This is an optimization exercise on Yosys and OpenROAD, whose aim is small area, not a production implementation. Function was checked by simulation only, so behaviour that the tests miss may differ from the original. No activity file was given, so power comes from the tool's default toggle rates.

File: flow/run.sh
#!/bin/bash
# synth_recipe.tcl (not shown) runs the flow's synth.tcl, then flattens the netlist and writes it again
# the make line also repeats each setting of config.mk as NAME=value (left out here)
make -C /OpenROAD-flow-scripts/flow DESIGN_CONFIG=/design/flow/config.mk WORK_HOME=/design/flow/orfs CLKGATE_MAP_FILE= SYNTH_SCRIPT=/design/flow/synth_recipe.tcl finish
File: flow/config.mk
export PLATFORM = sky130hd
export DESIGN_NAME = TopModule
export DESIGN_NICKNAME = TopModule
export VERILOG_FILES = /design/flow/design.v
export SDC_FILE = /design/flow/constraint.sdc
export NUM_CORES = 4
export LEC_CHECK = 0
export CAP_MARGIN = 20
export CORE_MARGIN = 2
export CORE_UTILIZATION = 40
export SLEW_MARGIN = 20
File: flow/constraint.sdc
create_clock -name core_clock -period 8.0 [get_ports {clk}]
set_input_delay 1.6000 -clock core_clock [delete_from_list [all_inputs] [get_ports {clk}]]
set_output_delay 1.6000 -clock core_clock [all_outputs]
set_load 0.01 [all_outputs]
File: flow/design.v
`timescale 1ns / 1ps
module clk_divider(
	input clk_in,
	input rst,
	output reg divided_clk,
	output tick  
    );
parameter toggle_value = 625000;
reg [24:0] cnt;
assign tick = (cnt==toggle_value) & ~divided_clk;
always@(posedge clk_in or posedge rst)
begin
	if (rst==1) begin
		cnt <= 0;
		divided_clk <= 0;
	end
	else begin
		if (cnt==toggle_value) begin
			cnt <= 0;
			divided_clk <= ~divided_clk;
		end
		else begin
			cnt <= cnt +1;
			divided_clk <= divided_clk;		
		end
	end
end
endmodule
`timescale 1ns / 1ps
module debouncer(
	input 		clk,
	input 		rst,
	input 		en,  
	input 		noisy_in,  
	output reg 	clean_out  
    );
reg noisy_in_reg;
reg clean_out_tmp1;  
reg clean_out_tmp2;  
always@(posedge clk or posedge rst)
begin
	if (rst==1'b1) begin
		noisy_in_reg <= 0;
		clean_out_tmp1 <= 0;
		clean_out_tmp2 <= 0;
		clean_out <= 0;
	end
	else if (en) begin
		noisy_in_reg <= noisy_in; 
		clean_out_tmp1 <= noisy_in_reg;
		clean_out_tmp2 <= clean_out_tmp1;
		clean_out <= ~clean_out_tmp2 & clean_out_tmp1;  
	end
end
endmodule
`timescale 1ns / 1ps
module ssd(clk,reset,a0,a1,a2,a3,
                     b0,b1,b2,b3,
					 c0,c1,c2,c3,
					 d0,d1,d2,d3,
					 e0,e1,e2,e3,
                     f0,f1,f2,f3,
					 g0,g1,g2,g3,
					 a,b,c,d,e,f,g,
					 an0,an1,an2,an3
          );
input clk, reset; 
input a0,a1,a2,a3,b0,b1,b2,b3,c0,c1,c2,c3,d0,d1,d2,d3,e0,e1,e2,e3,f0,f1,f2,f3,g0,g1,g2,g3; 
output reg a,b,c,d,e,f,g,an0,an1,an2,an3; 
reg [2:0] state; 
reg [14:0] counter; 
always @ (posedge clk) begin  
	if(reset) begin	 
		state <= 0;		 
		counter <= 0;
	end 
	else begin  
		if(counter == 15'd7) begin	  
			if (state == 3'b100)  
				state <= 1;
			else 						 
				state <= state + 1;
			counter <= 0;		 
		end
		else
			counter <= counter + 1;  
	end
end
always@(posedge clk)
begin
	if(reset) 
	begin
		an0 <= 1;
		an1 <= 1;
		an2 <= 1;
		an3 <= 1;
		a <= 1;
		b <= 1;
		c <= 1;
		d <= 1;
		e <= 1;
		f <= 1;
		g <= 1;
	end
	else if(state == 3'b001)  
	begin
		an0 <= 1;
		an1 <= 1;
		an2 <= 1;
		an3 <= 0;
		a <= a0;
		b <= b0;
		c <= c0;
		d <= d0;
		e <= e0;
		f <= f0;
		g <= g0;
	end
	else if(state == 3'b010)  
	begin
		an0 <= 0;
		an1 <= 1;
		an2 <= 1;
		an3 <= 1;
		a <= a1;
		b <= b1;
		c <= c1;
		d <= d1;
		e <= e1;
		f <= f1;
		g <= g1;
	end
	else if(state == 3'b011)  
	begin
		an0 <= 1;
		an1 <= 0;
		an2 <= 1;
		an3 <= 1;
		a <= a2;
		b <= b2;
		c <= c2;
		d <= d2;
		e <= e2;
		f <= f2;
		g <= g2;
	end
	else if(state == 3'b100)	 
	begin
		an0 <= 1;
		an1 <= 1;
		an2 <= 0;
		an3 <= 1;
		a <= a3;
		b <= b3;
		c <= c3;
		d <= d3;
		e <= e3;
		f <= f3;
		g <= g3;
	end
	else  
	begin
		an0 <= 1;
		an1 <= 1;
		an2 <= 1;
		an3 <= 1;
		a <= 1;
		b <= 1;
		c <= 1;
		d <= 1;
		e <= 1;
		f <= 1;
		g <= 1;
	end
end
endmodule
`timescale 1ns / 1ps
module baturgultekin_egenalbant_sectionI_TermProjSimulation(clk, en, rst, BTN3, BTN2, BTN1, SW, LED, digit4, digit3, digit2, digit1); 
	input clk;
	input en;  
	input rst;
	input BTN3, BTN2, BTN1;
	input [3:0] SW;
	output reg [7:0] LED;
	output reg [6:0] digit4, digit3, digit2, digit1;
	reg [3:0] password;
   reg [15:0] balance; 
	reg [3:0] current_state;
	reg [3:0] next_state;	
	reg [15:0] counter;
	parameter IDLE=0, PASS_ENT_3=1, PASS_ENT_2=2, PASS_ENT_1=3,LOCK=4, ATM_MENU=5, MONEY=6, WARNING=7, PASS_CHG_3=8, PASS_CHG_2=9, PASS_CHG_1=10, PASS_NEW=11;
	always @ (posedge clk or posedge rst)
	begin
		if(rst)
		begin
			current_state<=IDLE;
		end
		else if (en)
			current_state<= next_state;
	end
	always @ (*)
	begin
	case(current_state)
            IDLE:
            begin
					if(BTN3) next_state = PASS_ENT_3;
					else next_state = IDLE;
            end
            PASS_ENT_3:
            begin
               if(BTN1) next_state = IDLE;
					else if (!(SW == password) && BTN3) next_state =PASS_ENT_2;
               else if (SW == password && BTN3) next_state = ATM_MENU;
					else next_state =PASS_ENT_3;
            end
            PASS_ENT_2:
            begin
               if(BTN1) next_state = IDLE;
					else if (!(SW == password) && BTN3) next_state =PASS_ENT_1;
               else if (SW == password && BTN3) next_state = ATM_MENU;					
					else next_state = PASS_ENT_2;
            end
				PASS_ENT_1:
				begin
					if(BTN1) next_state = IDLE;
					else if (!(SW == password) && BTN3) next_state =LOCK;
               else if (SW == password && BTN3) next_state = ATM_MENU;
					else next_state = PASS_ENT_1;
				end
				LOCK:
				begin
					if (counter == 99) 
					begin
						next_state = IDLE;
					end
					else next_state = LOCK;
				end
				ATM_MENU:
				begin
					if(BTN1) next_state = IDLE;
               else if (BTN2) next_state = PASS_CHG_3;
					else if (BTN3) next_state = MONEY;
					else next_state = ATM_MENU;
				end
				MONEY:
				begin
					if(BTN1) next_state = ATM_MENU;
					else if (BTN2)
					begin
						if (SW > balance) next_state = WARNING;
						else
						begin
							next_state = MONEY;
						end
					end
					else if (BTN3)
					begin
						next_state = MONEY;
					end
					else next_state = MONEY;
				end
				WARNING:
				begin
					if (counter == 49) 
					begin
						next_state = MONEY;
					end
					else next_state = WARNING;
				end
				PASS_CHG_3:
				begin
					if(BTN1) next_state = ATM_MENU;
					else if (!(SW == password) && BTN3) next_state = PASS_CHG_2;
               else if (SW == password && BTN3) next_state = PASS_NEW;
					else next_state = PASS_CHG_3;
				end
				PASS_CHG_2:
				begin
					if(BTN1) next_state = ATM_MENU;
					else if (!(SW == password) && BTN3) next_state = PASS_CHG_1;
               else if (SW == password && BTN3) next_state = PASS_NEW;
					else next_state = PASS_CHG_2;
				end
				PASS_CHG_1:
				begin
					if(BTN1) next_state = ATM_MENU;
					else if (!(SW == password) && BTN3) next_state = LOCK;
               else if (SW == password && BTN3) next_state = PASS_NEW;
					else next_state = PASS_CHG_1;
				end
				PASS_NEW:
				begin
					if (BTN3)
					begin
						next_state = ATM_MENU;
					end
					else 
						next_state = PASS_NEW;
				end
				default:
					next_state = IDLE;
        endcase
	end
	always @ (posedge clk or posedge rst)
	begin
	if(rst)
		begin
			counter<=0;
			password<=0;
			balance<=0;
		end
	else if (en)
		case(current_state)
			IDLE: counter <= 0;
			LOCK: counter <= counter + 1;
			MONEY:
			begin
				counter <= 0;
				if (BTN2 && SW <= balance) balance <= balance - SW;
				else if (BTN3) balance <= balance + SW;
				else balance <= balance;
			end
			WARNING: counter <= counter + 1;
			PASS_NEW: if (BTN3) password <= SW;
		endcase
	end
	always @ (posedge clk)
	begin
	if (en)
		case(current_state)
			IDLE:
			begin
				LED <= 8'b00000001;
				digit4 <= 7'b0110001;
				digit3 <= 7'b0001000; 
				digit2 <= 7'b1111010;
				digit1 <= 7'b1000010;
			end
			PASS_ENT_3:
			begin
				LED <= 8'b10000000;
				digit4 <= 7'b0011000;
				digit3 <= 7'b0110000;
				digit2 <= 7'b1111110; 
				digit1 <= 7'b0000110;
			end
			PASS_ENT_2:
			begin
				LED <= 8'b11000000;
				digit4 <= 7'b0011000;
				digit3 <= 7'b0110000;
				digit2 <= 7'b1111110; 
				digit1 <= 7'b0010010;
			end
			PASS_ENT_1:
			begin
				LED <= 8'b11100000;
				digit4 <= 7'b0011000;
				digit3 <= 7'b0110000; 
				digit2 <= 7'b1111110;
				digit1 <= 7'b1001111;
			end
			LOCK:
			begin
				LED <= 8'b11111111;
				digit4 <= 7'b0111000;
				digit3 <= 7'b0001000; 
				digit2 <= 7'b1001111;
				digit1 <= 7'b1110001;
			end
			ATM_MENU:
			begin
				LED <= 8'b00010000;
				digit4 <= 7'b0000001;
				digit3 <= 7'b0011000;
				digit2 <= 7'b0110000; 
				digit1 <= 7'b1101010;
			end
			MONEY:
			begin
				LED <= 8'b00001000;
				if(balance[3:0]==4'b0000) 
					digit1<=7'b0000001;
				if(balance[3:0]==4'b0001) 
					digit1<=7'b1001111;
				if(balance[3:0]==4'b0010) 
					digit1<=7'b0010010;
				if(balance[3:0]==4'b0011) 
					digit1<=7'b0000110;
				if(balance[3:0]==4'b0100) 
					digit1<=7'b1001100;
				if(balance[3:0]==4'b0101) 
					digit1<=7'b0100100;
				if(balance[3:0]==4'b0110) 
					digit1<=7'b0100000;
				if(balance[3:0]==4'b0111) 
					digit1<=7'b0001111;
				if(balance[3:0]==4'b1000) 
					digit1<=7'b0000000;
				if(balance[3:0]==4'b1001) 
					digit1<=7'b0000100;
				if(balance[3:0]==4'b1010) 
					digit1<=7'b0001000;
				if(balance[3:0]==4'b1011) 
					digit1<=7'b1100000;
				if(balance[3:0]==4'b1100) 
					digit1<=7'b0110001;
				if(balance[3:0]==4'b1101) 
					digit1<=7'b1000010;
				if(balance[3:0]==4'b1110) 
					digit1<=7'b0110000;
				if(balance[3:0]==4'b1111) 
					digit1<=7'b0111000;
				if(balance[7:4]==4'b0000) 
					digit2<=7'b0000001;
				if(balance[7:4]==4'b0001) 
					digit2<=7'b1001111;
				if(balance[7:4]==4'b0010) 
					digit2<=7'b0010010;
				if(balance[7:4]==4'b0011) 
					digit2<=7'b0000110;
				if(balance[7:4]==4'b0100) 
					digit2<=7'b1001100;
				if(balance[7:4]==4'b0101) 
					digit2<=7'b0100100;
				if(balance[7:4]==4'b0110) 
					digit2<=7'b0100000;
				if(balance[7:4]==4'b0111) 
					digit2<=7'b0001111;
				if(balance[7:4]==4'b1000) 
					digit2<=7'b0000000;
				if(balance[7:4]==4'b1001) 
					digit2<=7'b0000100;
				if(balance[7:4]==4'b1010) 
					digit2<=7'b0001000;
				if(balance[7:4]==4'b1011) 
					digit2<=7'b1100000;
				if(balance[7:4]==4'b1100) 
					digit2<=7'b0110001;
				if(balance[7:4]==4'b1101) 
					digit2<=7'b1000010;
				if(balance[7:4]==4'b1110) 
					digit2<=7'b0110000;
				if(balance[7:4]==4'b1111) 
					digit2<=7'b0111000;
				if(balance[11:8]==4'b0000) 
					digit3<=7'b0000001;
				if(balance[11:8]==4'b0001) 
					digit3<=7'b1001111;
				if(balance[11:8]==4'b0010) 
					digit3<=7'b0010010;
				if(balance[11:8]==4'b0011) 
					digit3<=7'b0000110;
				if(balance[11:8]==4'b0100) 
					digit3<=7'b1001100;
				if(balance[11:8]==4'b0101) 
					digit3<=7'b0100100;
				if(balance[11:8]==4'b0110) 
					digit3<=7'b0100000;
				if(balance[11:8]==4'b0111) 
					digit3<=7'b0001111;
				if(balance[11:8]==4'b1000) 
					digit3<=7'b0000000;
				if(balance[11:8]==4'b1001) 
					digit3<=7'b0000100;
				if(balance[11:8]==4'b1010) 
					digit3<=7'b0001000;
				if(balance[11:8]==4'b1011) 
					digit3<=7'b1100000;
				if(balance[11:8]==4'b1100) 
					digit3<=7'b0110001;
				if(balance[11:8]==4'b1101) 
					digit3<=7'b1000010;
				if(balance[11:8]==4'b1110) 
					digit3<=7'b0110000;
				if(balance[11:8]==4'b1111) 
					digit3<=7'b0111000;
				if(balance[15:12]==4'b0000) 
					digit4<=7'b0000001;
				if(balance[15:12]==4'b0001) 
					digit4<=7'b1001111;
				if(balance[15:12]==4'b0010) 
					digit4<=7'b0010010;
				if(balance[15:12]==4'b0011) 
					digit4<=7'b0000110;
				if(balance[15:12]==4'b0100) 
					digit4<=7'b1001100;
				if(balance[15:12]==4'b0101) 
					digit4<=7'b0100100;
				if(balance[15:12]==4'b0110) 
					digit4<=7'b0100000;
				if(balance[15:12]==4'b0111) 
					digit4<=7'b0001111;
				if(balance[15:12]==4'b1000) 
					digit4<=7'b0000000;
				if(balance[15:12]==4'b1001) 
					digit4<=7'b0000100;
				if(balance[15:12]==4'b1010) 
					digit4<=7'b0001000;
				if(balance[15:12]==4'b1011) 
					digit4<=7'b1100000;
				if(balance[15:12]==4'b1100) 
					digit4<=7'b0110001;
				if(balance[15:12]==4'b1101) 
					digit4<=7'b1000010;
				if(balance[15:12]==4'b1110) 
					digit4<=7'b0110000;
				if(balance[15:12]==4'b1111) 
					digit4<=7'b0111000;
			end
			WARNING:
			begin
				LED <= 8'b11111111;
				digit4 <= 7'b1111110;
				digit3 <= 7'b1101010; 
				digit2 <= 7'b0001000;
				digit1 <= 7'b1111110;
			end
			PASS_CHG_3:
			begin
				LED <= 8'b00000100;
				digit4 <= 7'b0011000;
				digit3 <= 7'b0110001;
				digit2 <= 7'b1111110; 
				digit1 <= 7'b0000110;
			end
			PASS_CHG_2:
			begin
				LED <= 8'b00000110;
				digit4 <= 7'b0011000;
				digit3 <= 7'b0110001;
				digit2 <= 7'b1111110; 
				digit1 <= 7'b0010010;
			end
			PASS_CHG_1:
			begin
				LED <= 8'b00000111;
				digit4 <= 7'b0011000;
				digit3 <= 7'b0110001;
				digit2 <= 7'b1111110; 
				digit1 <= 7'b1001111;
			end
			PASS_NEW:
			begin
				LED <= 8'b00000010;
				digit4 <= 7'b0011000;
				digit3 <= 7'b0001000;
				digit2 <= 7'b0100100; 
				digit1 <= 7'b0100100;
			end
		endcase
	end 	
endmodule 
`timescale 1ns / 1ps
module TopModule(clk, rst, LED, BTN3,BTN2,BTN1, SW, a,b,c,d,e,f,g, an0,an1,an2,an3);
	input clk, rst;
   input BTN3, BTN2, BTN1;
   input [3:0] SW;
	output a,b,c,d,e,f,g,an0,an1,an2,an3;
	output [7:0]LED;
	wire divClk;
	wire tick;
	wire out1, out2, out3;
	wire [6:0] digit1;
	wire [6:0] digit2;
	wire [6:0] digit3;
	wire [6:0] digit4;
	clk_divider #(.toggle_value(4)) clock_scaler (.clk_in(clk), .rst(rst), .divided_clk(divClk), .tick(tick));
	debouncer 	input_filter1 (.clk(clk), .en(tick), .rst(rst), .noisy_in(BTN1), .clean_out(out1));
	debouncer 	input_filter2 (.clk(clk), .en(tick), .rst(rst), .noisy_in(BTN2), .clean_out(out2));
	debouncer 	input_filter3 (.clk(clk), .en(tick), .rst(rst), .noisy_in(BTN3), .clean_out(out3));
	ssd	deb (.clk(clk), .reset(rst), 
	.a0(digit1[6]), .a1(digit2[6]), .a2(digit3[6]), .a3(digit4[6]),
	.b0(digit1[5]), .b1(digit2[5]), .b2(digit3[5]), .b3(digit4[5]),
	.c0(digit1[4]), .c1(digit2[4]), .c2(digit3[4]), .c3(digit4[4]),
	.d0(digit1[3]), .d1(digit2[3]), .d2(digit3[3]), .d3(digit4[3]),
	.e0(digit1[2]), .e1(digit2[2]), .e2(digit3[2]), .e3(digit4[2]),
	.f0(digit1[1]), .f1(digit2[1]), .f2(digit3[1]), .f3(digit4[1]),
	.g0(digit1[0]), .g1(digit2[0]), .g2(digit3[0]), .g3(digit4[0]),
	.a(a),.b(b),.c(c),.d(d),.e(e),.f(f),.g(g),
	.an0(an0), .an1(an1), .an2(an2), .an3(an3)
	);
	baturgultekin_egenalbant_sectionI_TermProjSimulation calc          (.clk(clk), .en(tick), .rst(rst), 
	                          .BTN1(out1),.BTN2(out2), .BTN3(out3),
							          .LED(LED), .SW(SW),
										 .digit1(digit1), .digit2(digit2), .digit3(digit3), .digit4(digit4)
							         );
endmodule
==> results.txt <==
[path summary, 6_finish.rpt]
check / startpoint / to / slack [ns] / cells past startpoint
min in group asynchronous: rst / calc.current_state[1] / 2.01 / 3
min: deb.counter[0] / deb.counter[0] / 0.46 / 1
max: SW[2] / calc.balance[15] / 3.78 / 9
max reg2reg: clock_scaler.cnt[0] / calc.digit4[4] / 4.58 / 7
max in group asynchronous: rst / calc.balance[9] / 5.49 / 3
min reg2reg: deb.counter[0] / deb.counter[0] / 0.46 / 1
[final cells by class]
class,count,area (µm²)
Fill cell,1977,10930
Multi-Input combinational cell,689,4158
Sequential cell,143,3613
Clock buffer,18,450.4
Tap cell,270,337.8
Timing Repair Buffer,33,319.1
Clock inverter,14,115.1
Inverter,30,113.9
[cell usage after synthesis, types with 7 or more instances]
master | count | area, µm²
nor2b_1 | 19 | 118.9
clkbuf_1 | 45 | 168.9
nor2_1 | 83 | 311.6
xnor2_1 | 47 | 411.6
nand3b_1 | 7 | 52.55
nand4_1 | 15 | 93.84
nand2_1 | 143 | 536.8
xor2_1 | 24 | 210.2
ha_1 | 18 | 225.2
edfxtp_1 | 36 | 1081
dfxtp_1 | 29 | 580.6
nor4_1 | 15 | 93.84
a21oi_1 | 51 | 255.2
o21a_1 | 7 | 52.55
a211oi_1 | 7 | 52.55
o22ai_1 | 8 | 50.05
nor3_1 | 31 | 155.2
and3_1 | 20 | 125.1
nand2b_1 | 11 | 68.82
o311ai_0 | 7 | 61.31
dfrtp_1 | 78 | 1952
inv_1 | 29 | 108.9
nand3_1 | 17 | 85.08
o21ai_0 | 62 | 310.3
[power by group]
group / internal [mW] / leakage [nW] / switching (mW)
Clock: 0.425 / 0.285 / 0.339
Combinational: 0.0132 / 1.70 / 0.0228
Sequential: 0.747 / 1.45 / 0.00559
Total: 1.19 / 3.44 / 0.367
[worst reg2reg max path: stages (launching register included)]
cell and delay (ns):
dfrtp_1 0.43, inv_1 0.08, ha_1 0.14, nor4bb_1 0.31, nand4_1 0.25, nor2_1 0.34, nand2_1 0.59, a21oi_1 0.91
[metal layers]
metal  track usage  share of wire
met1        0.2532           0.49
met2        0.2726           0.44
met3       0.04031          0.044
met4       0.06214          0.022
met5             0              0
[cells in the final DEF (no fill, tap or decap), types with 5 or more instances in the layout]
cell / instances
clkdlybuf4s50_1: 27
or3_1: 6
buf_4: 5
ha_1: 18
nand2b_1: 11
nand3_1: 17
a211oi_1: 7
o21a_1: 7
and3_1: 20
o21ai_0: 62
inv_6: 6
nor2_1: 83
xnor2_1: 47
o22ai_1: 8
o32a_1: 5
nand2_1: 143
nand4_1: 15
xor2_1: 24
nor4_1: 15
a31oi_1: 6
nor2b_1: 19
o311ai_0: 7
dfrtp_1: 78
a21oi_1: 51
inv_1: 28
clkbuf_16: 18
nor3_1: 30
dfxtp_1: 29
edfxtp_1: 36
nand3b_1: 7
[cells by family (layout without fill, tap and decap cells)]
| logic type | after synthesis | count (layout) |
|---|---|---|
| AND/OR/NAND/NOR | 396 | 396 |
| AO/OA/AOI/OAI | 191 | 191 |
| flip-flops | 143 | 143 |
| buffers and inverters | 85 | 95 |
| XOR/XNOR | 71 | 71 |
| adder cells (fa/ha/maj) | 23 | 23 |
| multiplexers | 8 | 8 |
[stage by stage]
step / setup WS, ns / total power [mW] / std cells / cell area, µm²
6_report: 3.777 / 1.553 / 1197 / 9107
5_1_grt: 3.586 / 1.609 / 1197 / 9107
4_1_cts: 3.830 / 1.566 / 1197 / 9104
3_5_place_dp: 3.384 / 0.8042 / 1165 / 8538
3_3_place_gp: 3.424 / 0.8038 / 1165 / 8538
2_1_floorplan: 3.183 / 0.7908 / 917 / 8098
==> results.txt <==
Final Core Density 0.4545; drt first pass iters 5; worst-case clock buffer depth 2; Synthesis Warnings 4; Final Wtd Congestion 0.8515; Slew Limit Fails 0; die width 146.3 µm; Cell Rows 52; Post-Synthesis Net Count 946; final hold vios 0; vias in the first global route 5996; type of origin of the critical path input pin; Synth Register Bits 143; Synth Area in Compound Gates 0.1506; P per Cell Area 170.5 nW/µm²; # IOs 28; Worst VDD drop 137.4 µV; TritonCTS clock tree yes; area share of fa/ha/maj cells after synthesis 0.03646; CP max stage cell o41ai_4; worst skew pair latency 0.43 ns; post_cts resized 0; Sink Count 143; FMAX 236.8 MHz; Clock Tree Root clkbuf_16; CP Data Required Time 8.35 ns; Initial Utilization 0.4041; Synth async-reset ratio 0.5455; vias per cell 5.373; number of flops mapped to enable cells by yosys 36; core region area 20040 µm²; Tcrit/Tclk final 0.5279; Final setup viols 0; biggest regs clock_scaler.cnt (25), calc.balance (16), calc.counter (16); XOR/XNOR Fraction of Synth Area 0.07679; Min-Delay Path Class reg2reg; Post-CTS Hold Buffers 0; die footprint 21400 µm²; Cell Area, Synth 8098 µm²; CP max FO 13; CP cell instances clkdlybuf4s50_1 > inv_1 > ha_1 > nor2b_4 > o21a_4 > o41ai_4 > mux2i_1 > a2111oi_2 > xnor2_1; crit path capture type register; Final ANT Viol Nets 0; top_reg_cell synth dfrtp_1; maxcap violations 0; simple-gate share of the synthesized area 0.2384; Clock transition at path regs 0.06 ns; Worst Skew 0.009505 ns; setup bufs post-CTS 0; DRT iter0 DRCs 619; leakage power 3.438 nW; type of the worst setup path in2reg; min Tclk post-route 4.223 ns; Top reg by flops clock_scaler.cnt; Post-Syn Instances 917; mux contribution to synthesized area 0.01051; initial antenna violation count 0; share of cells above drive strength 1 0.06365; setup tns final 0 ns; Rel. slew slack 0.3952; max FFs per register 25; Die H 146.3 µm; first-pass GRT wire length 30990 µm; GRT Overall Usage 0.1793; largest net degree at the start of global routing 80; Via Count 6431; Layout area overhead 12.47%; DP HPWL 13060 µm; depth of the CTS H-tree 4; CTS Buf Count 17; # DRC 0; Slew @ Worst Pin 0.9054 ns; PortBufs 27; run status no timing/DRC/antenna violations; GRT overflow 0; Worst Path Buf+Inv 2; WL final 18540 µm; Seq/Total Area, Yosys 0.4462; nets 943; crit path DAT 4.57 ns; diode count 0; main combinational cell family by area after synthesis simple AND/OR/NAND/NOR gates; syn_area_per_cell 8.831 µm²; unrepaired setup endpoints after global routing false; Yosys cell types 75; WL/cell 15.49 µm; Crit path max-delay family compound AO/OA/AOI/OAI gates; crit-path max cell delay 0.81 ns; hold slack 0.4558 ns

-- port drivers added, routing unchanged --
Ports are ideal in the flow. The routed layout listed here was re-timed in OpenROAD.
Step 1, drivers: a clkbuf_16 drives clk and a buf_2 each remaining input, both assumed.
Step 2 moves the port delays by t, midway between the first and last clock arrival at a register: inputs arrive t later, outputs are due t later. That takes back most of the time a late clock gives input paths.
Three values: ideal ports, drivers, drivers and shift; two values: the first two.
shift t [ns]: 0.475
slack for setup (ns): 3.777 / 3.804 / 3.329
latest minus earliest clock arrival (ns): 0.010 / 0.010
worst slew at a driven data input, ns: 0.03
After both steps this run still meets setup and hold. The setup slack of this run moves by +0.027 ns with the drivers and by -0.448 ns with both steps.
